Background: an optimization exercise with open tools, aiming at small area, a short achievable clock period and few clock cycles per item. Do not read the settings as production practice. No functional check of the RTL was part of any run shown here. Power and IR drop assume default switching activity.

--- design/flow/flow/run.sh ---
#!/bin/bash
# Standard ORFS layout, except that the port buffers are buf_1 cells
# (buffer_ports otherwise picks clkdlybuf4s50_1, a slow delay cell).
set -euo pipefail
bash standard.sh BUFFER_PORTS_ARGS="-buffer_cell sky130_fd_sc_hd__buf_1" finish > make_finish.log 2>&1
--- design/flow/standard.sh ---
#!/bin/bash
# synth_recipe.tcl (not shown) runs the flow's synth.tcl, then flattens the netlist and writes it again
# the make line also repeats each setting of config.mk as NAME=value (left out here)
make -C /OpenROAD-flow-scripts/flow DESIGN_CONFIG=/design/flow/config.mk WORK_HOME=/design/flow/orfs CLKGATE_MAP_FILE= SYNTH_SCRIPT=/design/flow/synth_recipe.tcl "${@:-finish}"
--- design/flow/config.mk ---
export PLATFORM = sky130hd
export DESIGN_NAME = sys
export DESIGN_NICKNAME = sys
export VERILOG_FILES = /design/flow/design.v
export SDC_FILE = /design/flow/constraint.sdc
export NUM_CORES = 4
export LEC_CHECK = 0
export CAP_MARGIN = 20
export CORE_MARGIN = 2
export CORE_UTILIZATION = 50
export PLACE_DENSITY = 0.7
export SETUP_SLACK_MARGIN = 1.6
export SLEW_MARGIN = 20
--- design/flow/constraint.sdc ---
create_clock -name core_clock -period 3.2 [get_ports {clk}]
set_input_delay 0.6400 -clock core_clock [delete_from_list [all_inputs] [get_ports {clk}]]
set_output_delay 0.6400 -clock core_clock [all_outputs]
set_load 0.01 [all_outputs]
--- design/flow/design.v ---
module sys (
	clk,
	reset,
	addr,
	din,
	dout,
	req,
	wr,
	rdy,
	seed0,
	seed1,
	seed2,
	seed3,
	range
);
input           clk, reset;
input   [63:0]  din;
output  [63:0]  dout;
output  [63:0]  addr;
input   [63:0]  seed0, seed1, seed2, seed3;
output          req;
output          wr;
input           rdy;
input   [63:0]  range;
reg     [63:0]  s0, s1, s2, s3;      
reg     [6:0]   t;                   
reg     [63:0]  addr_r;
reg     [63:0]  dout_r;
reg             req_r;
reg             wr_r;
reg     [7:1]   pre;                 
wire    [63:0]  xpat;
localparam [15:0] X0 = 16'h2b2b;
assign xpat[0] = X0[t[6:3]];
localparam [15:0] X1 = 16'h0404;
assign xpat[1] = X1[t[6:3]];
localparam [15:0] X2 = 16'h5ca3;
assign xpat[2] = X2[t[6:3]];
localparam [15:0] X3 = 16'h43bc;
assign xpat[3] = X3[t[6:3]];
localparam [15:0] X4 = 16'h5656;
assign xpat[4] = X4[t[6:3]];
localparam [15:0] X5 = 16'h0808;
assign xpat[5] = X5[t[6:3]];
localparam [15:0] X6 = 16'h46b9;
assign xpat[6] = X6[t[6:3]];
localparam [15:0] X7 = 16'h7887;
assign xpat[7] = X7[t[6:3]];
localparam [15:0] X8 = 16'h5353;
assign xpat[8] = X8[t[6:3]];
localparam [15:0] X9 = 16'h1010;
assign xpat[9] = X9[t[6:3]];
localparam [15:0] X10 = 16'h728d;
assign xpat[10] = X10[t[6:3]];
localparam [15:0] X11 = 16'h0ef1;
assign xpat[11] = X11[t[6:3]];
localparam [15:0] X12 = 16'h5959;
assign xpat[12] = X12[t[6:3]];
localparam [15:0] X13 = 16'h2020;
assign xpat[13] = X13[t[6:3]];
localparam [15:0] X14 = 16'h1ae5;
assign xpat[14] = X14[t[6:3]];
localparam [15:0] X15 = 16'h1de2;
assign xpat[15] = X15[t[6:3]];
localparam [15:0] X16 = 16'h0404;
assign xpat[16] = X16[t[6:3]];
localparam [15:0] X17 = 16'h5ca3;
assign xpat[17] = X17[t[6:3]];
localparam [15:0] X18 = 16'h43bc;
assign xpat[18] = X18[t[6:3]];
localparam [15:0] X19 = 16'h5656;
assign xpat[19] = X19[t[6:3]];
localparam [15:0] X20 = 16'h0808;
assign xpat[20] = X20[t[6:3]];
localparam [15:0] X21 = 16'h46b9;
assign xpat[21] = X21[t[6:3]];
localparam [15:0] X22 = 16'h7887;
assign xpat[22] = X22[t[6:3]];
localparam [15:0] X23 = 16'h5353;
assign xpat[23] = X23[t[6:3]];
localparam [15:0] X24 = 16'h1010;
assign xpat[24] = X24[t[6:3]];
localparam [15:0] X25 = 16'h728d;
assign xpat[25] = X25[t[6:3]];
localparam [15:0] X26 = 16'h0ef1;
assign xpat[26] = X26[t[6:3]];
localparam [15:0] X27 = 16'h5959;
assign xpat[27] = X27[t[6:3]];
localparam [15:0] X28 = 16'h2020;
assign xpat[28] = X28[t[6:3]];
localparam [15:0] X29 = 16'h1ae5;
assign xpat[29] = X29[t[6:3]];
localparam [15:0] X30 = 16'h1de2;
assign xpat[30] = X30[t[6:3]];
localparam [15:0] X31 = 16'h4d4d;
assign xpat[31] = X31[t[6:3]];
localparam [15:0] X32 = 16'h5ca3;
assign xpat[32] = X32[t[6:3]];
localparam [15:0] X33 = 16'h43bc;
assign xpat[33] = X33[t[6:3]];
localparam [15:0] X34 = 16'h5656;
assign xpat[34] = X34[t[6:3]];
localparam [15:0] X35 = 16'h0808;
assign xpat[35] = X35[t[6:3]];
localparam [15:0] X36 = 16'h46b9;
assign xpat[36] = X36[t[6:3]];
localparam [15:0] X37 = 16'h7887;
assign xpat[37] = X37[t[6:3]];
localparam [15:0] X38 = 16'h5353;
assign xpat[38] = X38[t[6:3]];
localparam [15:0] X39 = 16'h1010;
assign xpat[39] = X39[t[6:3]];
localparam [15:0] X40 = 16'h728d;
assign xpat[40] = X40[t[6:3]];
localparam [15:0] X41 = 16'h0ef1;
assign xpat[41] = X41[t[6:3]];
localparam [15:0] X42 = 16'h5959;
assign xpat[42] = X42[t[6:3]];
localparam [15:0] X43 = 16'h2020;
assign xpat[43] = X43[t[6:3]];
localparam [15:0] X44 = 16'h1ae5;
assign xpat[44] = X44[t[6:3]];
localparam [15:0] X45 = 16'h1de2;
assign xpat[45] = X45[t[6:3]];
localparam [15:0] X46 = 16'h4d4d;
assign xpat[46] = X46[t[6:3]];
localparam [15:0] X47 = 16'h4040;
assign xpat[47] = X47[t[6:3]];
localparam [15:0] X48 = 16'h43bc;
assign xpat[48] = X48[t[6:3]];
localparam [15:0] X49 = 16'h5656;
assign xpat[49] = X49[t[6:3]];
localparam [15:0] X50 = 16'h0808;
assign xpat[50] = X50[t[6:3]];
localparam [15:0] X51 = 16'h46b9;
assign xpat[51] = X51[t[6:3]];
localparam [15:0] X52 = 16'h7887;
assign xpat[52] = X52[t[6:3]];
localparam [15:0] X53 = 16'h5353;
assign xpat[53] = X53[t[6:3]];
localparam [15:0] X54 = 16'h1010;
assign xpat[54] = X54[t[6:3]];
localparam [15:0] X55 = 16'h728d;
assign xpat[55] = X55[t[6:3]];
localparam [15:0] X56 = 16'h0ef1;
assign xpat[56] = X56[t[6:3]];
localparam [15:0] X57 = 16'h5959;
assign xpat[57] = X57[t[6:3]];
localparam [15:0] X58 = 16'h2020;
assign xpat[58] = X58[t[6:3]];
localparam [15:0] X59 = 16'h1ae5;
assign xpat[59] = X59[t[6:3]];
localparam [15:0] X60 = 16'h1de2;
assign xpat[60] = X60[t[6:3]];
localparam [15:0] X61 = 16'h4d4d;
assign xpat[61] = X61[t[6:3]];
localparam [15:0] X62 = 16'h4040;
assign xpat[62] = X62[t[6:3]];
localparam [15:0] X63 = 16'h35ca;
assign xpat[63] = X63[t[6:3]];
reg     [63:0]  cur;
always @(*) begin
	case (t[2:1])
	2'd0: cur = s0;
	2'd1: cur = s1;
	2'd2: cur = s2;
	default: cur = s3;
	endcase
end
wire    [63:0]  carry;
genvar          i;
generate
	for (i = 0; i < 64; i = i + 1) begin : g_carry
		if (i < 8)
			assign carry[i] = &{1'b1, din[i - i%8 +: 8] | (8'hff << (i%8))};
		else
			assign carry[i] = pre[i/8] & &(din[i - i%8 +: 8] | (8'hff << (i%8)));
	end
	for (i = 1; i < 8; i = i + 1) begin : g_pre
		always @(posedge clk)
			pre[i] <= &din[8*i-1:0];
	end
endgenerate
always @(posedge clk) begin
	if (reset) begin
		s0 <= seed0;
		s1 <= seed1;
		s2 <= seed2;
		s3 <= seed3;
	end
	if (reset)
		t <= 7'd0;
	else if (rdy)
		t <= t + 7'd1;
	req_r  <= ~reset;
	wr_r   <= t[0];
	addr_r <= (cur ^ xpat) & range;
	dout_r <= din ^ carry;
end
assign req  = req_r;
assign wr   = wr_r;
assign addr = addr_r;
assign dout = dout_r;
endmodule
==> results of run 1 <==
-- cell usage in the layout (no fill, tap or decap), types with 4 or more instances in the layout --
cell type and n:
sky130_fd_sc_hd__mux4_2 64, sky130_fd_sc_hd__and3_1 4, sky130_fd_sc_hd__ha_1 12, sky130_fd_sc_hd__buf_4 24, sky130_fd_sc_hd__nor2_1 21, sky130_fd_sc_hd__clkbuf_16 42
sky130_fd_sc_hd__o21ai_0 5, sky130_fd_sc_hd__nor2b_1 6, sky130_fd_sc_hd__or3_1 10, sky130_fd_sc_hd__clkinv_2 8, sky130_fd_sc_hd__inv_1 9, sky130_fd_sc_hd__a21boi_1 4
sky130_fd_sc_hd__ha_4 5, sky130_fd_sc_hd__o21ai_1 5, sky130_fd_sc_hd__and2_1 50, sky130_fd_sc_hd__diode_2 5, sky130_fd_sc_hd__nand3_1 20, sky130_fd_sc_hd__buf_1 382
sky130_fd_sc_hd__dfxtp_4 6, sky130_fd_sc_hd__clkbuf_1 6, sky130_fd_sc_hd__clkbuf_8 8, sky130_fd_sc_hd__buf_2 48, sky130_fd_sc_hd__xnor3_1 7, sky130_fd_sc_hd__buf_12 15
sky130_fd_sc_hd__nand4_1 15, sky130_fd_sc_hd__edfxtp_1 256, sky130_fd_sc_hd__dfxtp_1 56, sky130_fd_sc_hd__xor2_1 47, sky130_fd_sc_hd__buf_6 92, sky130_fd_sc_hd__nand2_1 24
sky130_fd_sc_hd__buf_16 9, sky130_fd_sc_hd__xnor2_1 59, sky130_fd_sc_hd__dfxtp_2 82
-- critical path, cell delays in order (launching register included) --
cell,delay [ns]
sky130_fd_sc_hd__dfxtp_4,0.36
sky130_fd_sc_hd__buf_12,0.13
sky130_fd_sc_hd__ha_4,0.16
sky130_fd_sc_hd__or2_4,0.23
sky130_fd_sc_hd__mux4_2,0.59
sky130_fd_sc_hd__xor2_1,0.20
sky130_fd_sc_hd__and2_1,0.13
-- through the flow --
stage | setup WS, ns | power [mW] | hold WS (ns) | instance area [um2]
floorplan | 1.36 | 6.56 | 0.375 | 14800
finish | 1.29 | 11.9 | 0.282 | 20400
global route | 1.26 | 12.4 | 0.264 | 20400
CTS | 1.29 | 12.0 | 0.259 | 19800
global placement | 1.02 | 6.99 | 0.392 | 17300
detailed placement | 1.01 | 7.03 | 0.388 | 17300
-- final timing paths --
path                      from                  to  slack, ns  depth (start not counted)
max          t[4]$_SDFFE_PP0P_  addr_r[14]$_DFF_P_       1.29                          6
min                     din[0]   dout_r[0]$_DFF_P_       0.28                          2
max reg2reg  t[4]$_SDFFE_PP0P_  addr_r[14]$_DFF_P_       1.29                          6
min reg2reg  t[0]$_SDFFE_PP0P_        wr_r$_DFF_P_       0.43                          0
-- power groups by stage --
stage,combinational [mW],clock [mW],sequential [mW]
global route,1.24,5.05,6.07
finish,1.15,4.75,6.05
global placement,0.858,0,6.13
CTS,1.10,4.84,6.03
floorplan,0.407,0,6.15
detailed placement,0.880,0,6.15
-- sequential cells by signal, summed over array words and instances (netlist names) --
| signal | flops |
|---|---|
| s0 | 64 |
| s2 | 64 |
| req_r | 1 |
| dout_r | 64 |
| s1 | 64 |
| addr_r | 64 |
| s3 | 64 |
| t | 7 |
| wr_r | 1 |
| pre | 7 |
-- logic make-up (layout without fill, tap and decap cells) --
family,after synthesis,after routing
AO/OA/AOI/OAI,22,22
adder cells (fa/ha/maj),19,19
flip-flops,400,400
AND/OR/NAND/NOR,176,176
multiplexers,71,71
other,0,5
buffers and inverters,32,660
XOR/XNOR,119,119
-- layout make-up --
cell class                      instances  area, um2  area share [%]
Timing Repair Buffer                  576       3490            17.1
Inverter                               11       48.8           0.239
Multi-Input combinational cell        407       4300            21.1
Clock buffer                           56       1180            5.81
Antenna cell                            5       12.5          0.0614
Sequential cell                       400      10700            52.5
Tap cell                              384        480            2.36
Clock inverter                         17        168           0.823
-- routing by layer --
layer  routed length [um]  GRT usage (%)  part of all wire, %  vias to the layer above
li1                     -              -                    -                     4330
met1                13400           26.6                   35                     4543
met2                20900           45.0                   54                      411
met3                 2970           6.32                  7.7                       86
met4                 1450           10.3                  3.7                        8
met5                   48              0                 0.12                        -
-- timing repair --
| action | 4_1_cts | 5_1_grt |
|---|---|---|
| pin swaps | 58 | 53 |
| gates cloned | 6 | 0 |
| setup endpoints to repair | 197 | 195 |
| resized for setup | 265 | 123 |
| buffers inserted | 28 | 11 |
==> flow_metrics.env, run 1 <==
export IMPL_status="finished clean"
export IMPL_synth_seq_cells=400
export IMPL_synth_xor_area_share_pct=7.75
export IMPL_fin_cells=1856
export IMPL_dpl_cell_count=1733
export IMPL_syn2layout_area_growth_pct=37.9
export IMPL_count_of_endpoints_failing_hold_in_the_final_timing_report=0
export IMPL_tritoncts="done"
export IMPL_die_h_um=176
export IMPL_clock_tree_buffer_depth=3
export IMPL_post_synth_inst_count=839
export IMPL_ys_top_cells_by_count="sky130_fd_sc_hd__edfxtp_1, sky130_fd_sc_hd__dfxtp_1, sky130_fd_sc_hd__mux4_2"
export IMPL_internal_power_mw=9.42
export IMPL_clock_sinks=400
export IMPL_final_max_slew_violation_count=0
export IMPL_setup_worst_path_start_class="register"
export IMPL_compound_cell_area_share_of_the_yosys_netlist_pct=0.948
export IMPL_all_layer_global_routing_usage_pct=24.4
export IMPL_crit_path_end_kind="register"
export IMPL_timing_max_slew_rel_slack_pct=58.5
export IMPL_placement_rows=62
export IMPL_hold_class="input port to register"
export IMPL_synth_top_family_by_area="multiplexers"
export IMPL_setup_repair_after_global_routing_missed_its_margin="true"
export IMPL_ys_flop_type="sky130_fd_sc_hd__edfxtp_1"
export IMPL_worstSkewPairLatency_ns=0.52
export IMPL_hold_buffers=0
export IMPL_maximum_ir_drop_on_the_vdd_rail_uv=465
export IMPL_drc=0
export IMPL_max_freq_ghz=0.524
export IMPL_fraction_of_synthesized_cell_area_taken_by_the_top_area_cell_type_pct=52.0
export IMPL_synth_largest_area_cell="sky130_fd_sc_hd__edfxtp_1"
export IMPL_wire_per_inst_um=20.9
export IMPL_gpl_final_weighted_congestion=0.839
export IMPL_drt_total_wl_mm=38.7
export IMPL_pin_count_of_the_biggest_net_entering_global_routing=56
export IMPL_grt_antenna_before_repair=8
export IMPL_overflow=0
export IMPL_cts_htree_levels=2
export IMPL_report_final_setup_viol=0
export IMPL_synth_net_count=1245
export IMPL_cts_made_buffers=41
export IMPL_start_util_pct=51.1
export IMPL_cp_max_fo=4
export IMPL_number_of_vias_per_cell=5.05
export IMPL_boundaryPins=517
export IMPL_critPathArrivalTime_ns=2.32
export IMPL_dr_total_vias=9378
export IMPL_drtAntennaViolNets=0
export IMPL_firstDrtPassIters=4
export IMPL_final_layout_size_suffix_gt1_share_pct=30.9
export IMPL_clock_tree_root_cell="sky130_fd_sc_hd__clkbuf_16"
export IMPL_via_count_of_the_first_global_routing_pass=9907
export IMPL_leakagePower_nw=7.49
export IMPL_tightest_slew_ns=0.623
export IMPL_p_seq_share_pct=50.6
export IMPL_detailedRoute_firstIterationViolations=408
export IMPL_synth_adder_area_share_pct=1.61
export IMPL_synth_edf_count=256
export IMPL_sequential_element_share_of_the_synthesized_area_pct=71.5
export IMPL_ys_top_cells_by_area="sky130_fd_sc_hd__edfxtp_1, sky130_fd_sc_hd__dfxtp_1, sky130_fd_sc_hd__mux4_2"
export IMPL_global_route_wire_length_before_repair_mm=55.9
export IMPL_dpl_hpwl_mm=27.5
export IMPL_synthDistinctLibCells=38
export IMPL_finalCriticalPeriod_ns=1.91
export IMPL_timing_worst_setup_path_type="register to register"
export IMPL_synth_mux_area_share_pct=10.3
export IMPL_syn_cell_area_um2=14800
export IMPL_fraction_of_power_spent_switching_nets_pct=21.2
export IMPL_synth_yosys_warnings=1
export IMPL_postLayoutCoreUtil_pct=70.4
export IMPL_die_w_um=176
export IMPL_clockPowerShare_pct=39.8
export IMPL_power_density_nw_per_um2=586
export IMPL_place_port_buffers=516
export IMPL_synth_most_common_cell="sky130_fd_sc_hd__edfxtp_1"
export IMPL_cts_clock_pin_slew_for_the_worst_setup_and_hold_paths_ns=0.06
export IMPL_fin_nets=1843
export IMPL_tns_ns=0
export IMPL_cap_viol_max_count=0
export IMPL_synth_async_reset_ratio_pct=0
export IMPL_synthSimpleGateAreaFrac_pct=6.48
export IMPL_clock_skew_ns=0.0122
export IMPL_design_core_area_um2=28900
export IMPL_layout_worst_path_cycle_share_pct=59.6
export IMPL_fillerInstances=1962
export IMPL_share_comb_of_total_power_pct=9.6
export IMPL_p_sw_mw=2.53
export IMPL_design_die_area_um2=30900
export IMPL_worstPathRequired_ns=3.61
export IMPL_syn_avg_cell_area_um2=17.6
==> inputs of run 2 (changes only) <==
--- a/design/flow/config.mk
+++ b/design/flow/config.mk
@@ -8,6 +8,9 @@
 export CAP_MARGIN = 20
 export CORE_MARGIN = 2
 export CORE_UTILIZATION = 50
+export CTS_BUF_LIST = sky130_fd_sc_hd__clkbuf_8
+export CTS_CLUSTER_DIAMETER = 60
+export CTS_CLUSTER_SIZE = 30
 export PLACE_DENSITY = 0.7
 export SETUP_SLACK_MARGIN = 1.6
 export SLEW_MARGIN = 20
==> run 2 against run 1 <==
  * Combinational power about the same
  * Worst hold slack got worse by 0.11 ns
  * Final cell count decreased by 0.65%
  * Area after synthesis unchanged
  * Sequential cell count unchanged
  * Register-to-register slack about the same
  * Via count decreased by 1.3%
==> flow_metrics.env, run 2 <==
export IMPL_status="finished clean"
export IMPL_final_layout_size_suffix_gt1_share_pct=30.0
export IMPL_ys_flop_type="sky130_fd_sc_hd__edfxtp_1"
export IMPL_fillerInstances=2053
export IMPL_final_max_slew_violation_count=0
export IMPL_critPathArrivalTime_ns=2.42
export IMPL_r2r_cells=6
export IMPL_p_seq_share_pct=57.4
export IMPL_hold_class="input port to register"
export IMPL_synth_most_common_cell="sky130_fd_sc_hd__edfxtp_1"
export IMPL_combined_area_of_the_multi_input_logic_cells_um2=4240
export IMPL_hold_buffers=0
export IMPL_all_layer_global_routing_usage_pct=23.9
export IMPL_cap_viol_max_count=0
export IMPL_synth_yosys_warnings=1
export IMPL_detailroute_wirelength_met2_mm=20.3
export IMPL_overflow=0
export IMPL_grt_antenna_before_repair=10
export IMPL_drtAntennaViolNets=0
export IMPL_gpl_final_weighted_congestion=0.839
export IMPL_internal_power_mw=8.01
export IMPL_syn2layout_area_growth_pct=33.7
export IMPL_fraction_of_power_spent_switching_nets_pct=23.7
export IMPL_boundaryPins=517
export IMPL_report_final_setup_viol=0
export IMPL_power_total_mw=10.5
export IMPL_design_core_area_um2=28900
export IMPL_fin_nets=1833
export IMPL_mostFrequentLayoutCell="sky130_fd_sc_hd__buf_1"
export IMPL_die_w_um=176
export IMPL_clock_tree_root_cell="sky130_fd_sc_hd__clkbuf_8"
export IMPL_leakagePower_nw=7.18
export IMPL_timing_worst_setup_path_type="register to register"
export IMPL_design_die_area_um2=30900
export IMPL_finalCriticalPeriod_ns=1.90
export IMPL_synth_net_count=1245
export IMPL_worst_hold_path_num_cells=1
export IMPL_maximum_ir_drop_on_the_vdd_rail_uv=512
export IMPL_via_count_of_the_first_global_routing_pass=9664
export IMPL_max_freq_ghz=0.526
export IMPL_placement_rows=62
export IMPL_syn_avg_cell_area_um2=17.6
export IMPL_wire_per_inst_um=20.6
export IMPL_start_util_pct=51.1
export IMPL_synthDistinctLibCells=38
export IMPL_tightest_slew_ns=0.621
export IMPL_place_port_buffers=516
export IMPL_dr_total_vias=9252
export IMPL_layout_worst_path_cycle_share_pct=59.4
export IMPL_ys_top_cells_by_count="sky130_fd_sc_hd__edfxtp_1, sky130_fd_sc_hd__dfxtp_1, sky130_fd_sc_hd__mux4_2"
export IMPL_tns_ns=0
export IMPL_synth_largest_area_cell="sky130_fd_sc_hd__edfxtp_1"
export IMPL_drc=0
export IMPL_fraction_of_synthesized_cell_area_taken_by_the_top_area_cell_type_pct=52.0
export IMPL_share_comb_of_total_power_pct=10.7
export IMPL_number_of_vias_per_cell=5.02
export IMPL_place_area_um2=17300
export IMPL_p_sw_mw=2.49
export IMPL_worst_hold_slack_after_final_layout_ns=0.171
export IMPL_ff_latch_area_um2=10700
export IMPL_firstDrtPassIters=4
export IMPL_sequential_element_share_of_the_synthesized_area_pct=71.5
export IMPL_syn_cell_area_um2=14800
export IMPL_timing_max_slew_rel_slack_pct=58.6
export IMPL_synth_seq_cells=400
export IMPL_tritoncts="done"
export IMPL_ys_top_cells_by_area="sky130_fd_sc_hd__edfxtp_1, sky130_fd_sc_hd__dfxtp_1, sky130_fd_sc_hd__mux4_2"
export IMPL_setup_repair_after_global_routing_missed_its_margin="true"
export IMPL_routed_top_layer="met5"
export IMPL_drt_total_wl_mm=38.0
export IMPL_clock_tree_buffer_depth=3
export IMPL_worstPathRequired_ns=3.72
export IMPL_worstSkewPairLatency_ns=0.63
export IMPL_synth_async_reset_ratio_pct=0
export IMPL_clock_skew_ns=0.0288
export IMPL_post_synth_inst_count=839
export IMPL_die_h_um=176
export IMPL_wl_met3_mm=3.03
export IMPL_cts_htree_levels=1
export IMPL_crit_path_end_kind="register"
export IMPL_postLayoutCoreUtil_pct=68.3
export IMPL_clockPowerShare_pct=31.9
export IMPL_setup_worst_path_start_class="register"
export IMPL_synth_edf_count=256
export IMPL_most_common_layout_cells="sky130_fd_sc_hd__buf_1, sky130_fd_sc_hd__edfxtp_1, sky130_fd_sc_hd__buf_6"
export IMPL_count_of_endpoints_failing_hold_in_the_final_timing_report=0
export IMPL_final_design_area_no_fill_um2=19800
export IMPL_cts_made_buffers=31
export IMPL_cts_clock_pin_slew_for_the_worst_setup_and_hold_paths_ns=0.12
export IMPL_dpl_hpwl_mm=27.5
export IMPL_power_density_nw_per_um2=532
export IMPL_global_route_wire_length_before_repair_mm=54.6
export IMPL_cp_max_fo=4
export IMPL_route_layer_met1_wl_mm=13.1
export IMPL_pin_count_of_the_biggest_net_entering_global_routing=56
export IMPL_clock_sinks=400
export IMPL_detailedRoute_firstIterationViolations=407
## run 2: worst max-delay path, cell delays in order (launching register included)
cell                      delay, ns
sky130_fd_sc_hd__dfxtp_4       0.38
sky130_fd_sc_hd__buf_12        0.13
sky130_fd_sc_hd__ha_4          0.16
sky130_fd_sc_hd__or2_4         0.22
sky130_fd_sc_hd__mux4_2        0.59
sky130_fd_sc_hd__xor2_1        0.18
sky130_fd_sc_hd__and2_1        0.14
## run 2: logic make-up after synthesis
| family | share of synthesized area, % |
|---|---|
| buffers and inverters | 1.35 |
| xor gates and xnor gates | 7.75 |
| muxes | 10.3 |
| DFF | 71.5 |
| and+or+nand+nor | 6.48 |
| adders and majority gates | 1.61 |
| AOI/OAI and AO/OA | 0.948 |
## run 2: metal layers
layer | GRT usage, % | vias to the layer above
li1 | - | 4300
met1 | 26.5 | 4475
met2 | 44.0 | 386
met3 | 6.26 | 83
met4 | 8.92 | 8
met5 | 0 | -
## run 2: layout make-up
class	count	share of cell area, %
multi-input cells	407	21.4
diodes	8	0.101
clock inverters	27	1.92
flip-flops and latches	400	54.1
repair buffers	576	17.6
inverters	11	0.260
clock buffers	31	2.16
well taps	384	2.43
## run 2: timing repair
item	CTS	global route
pin swaps	46	42
setup endpoints to repair	196	196
setup buffers	27	12
gates cloned	6	0
resized for setup	260	112
## run 2: final timing paths
path,from,to,slack (ns)
max,t[4]$_SDFFE_PP0P_,addr_r[14]$_DFF_P_,1.30
min,seed3[32],s3[32]$_DFFE_PP_,0.17
max reg2reg,t[4]$_SDFFE_PP0P_,addr_r[14]$_DFF_P_,1.30
min reg2reg,t[0]$_SDFFE_PP0P_,wr_r$_DFF_P_,0.42
## run 2: power by group through the flow
stage	registers (mW)	clock network, mW	logic (mW)
floorplan	6.15	0	0.407
global placement	6.13	0	0.858
detailed placement	6.15	0	0.880
CTS	6.02	3.43	1.09
global route	6.06	3.63	1.22
finish	6.03	3.35	1.13
## run 2: through the flow
| step | setup WS, ns | std cells |
|---|---|---|
| 4_1_cts | 1.27 | 1824 |
| 3_3_place_gp | 1.02 | 1733 |
| 6_report | 1.30 | 1844 |
| 2_1_floorplan | 1.36 | 839 |
| 3_5_place_dp | 1.01 | 1733 |
| 5_1_grt | 1.25 | 1841 |

-- static timing again, ports no longer ideal --
In the flow no input, the clock included, has a driving cell. The finished layouts below were timed again as built, in two steps. Step 1 (the two cells are an assumption about what drives the block):
set clk [get_ports {clk}]
set_driving_cell -lib_cell sky130_fd_sc_hd__clkbuf_16 $clk
set_driving_cell -lib_cell sky130_fd_sc_hd__buf_2 [delete_from_list [all_inputs] $clk]
Step 2 times the ports against the registers' clock, not the clock port: input delays grow and output delays shrink by t, the midpoint of the rising clock arrivals with the driver on. Three values: ideal ports, drivers, drivers and shift; two values: the first two.
run | t, ns | setup WS [ns] | worst setup path after step 2 | latest minus earliest clock arrival (ns) | worst register clock-pin slew, ns
run 1 | 0.560 | 1.292 / 1.292 / 1.178 | input to register | 0.017 / 0.017 | 0.07 / 0.07
run 2 | 0.661 | 1.298 / 1.298 / 1.126 | input to register | 0.029 / 0.029 | 0.12 / 0.12
After both steps every run listed still meets setup and hold. The setup slack of run 2, which loses most, moves by 0.000 ns with the drivers and by -0.172 ns with both steps.
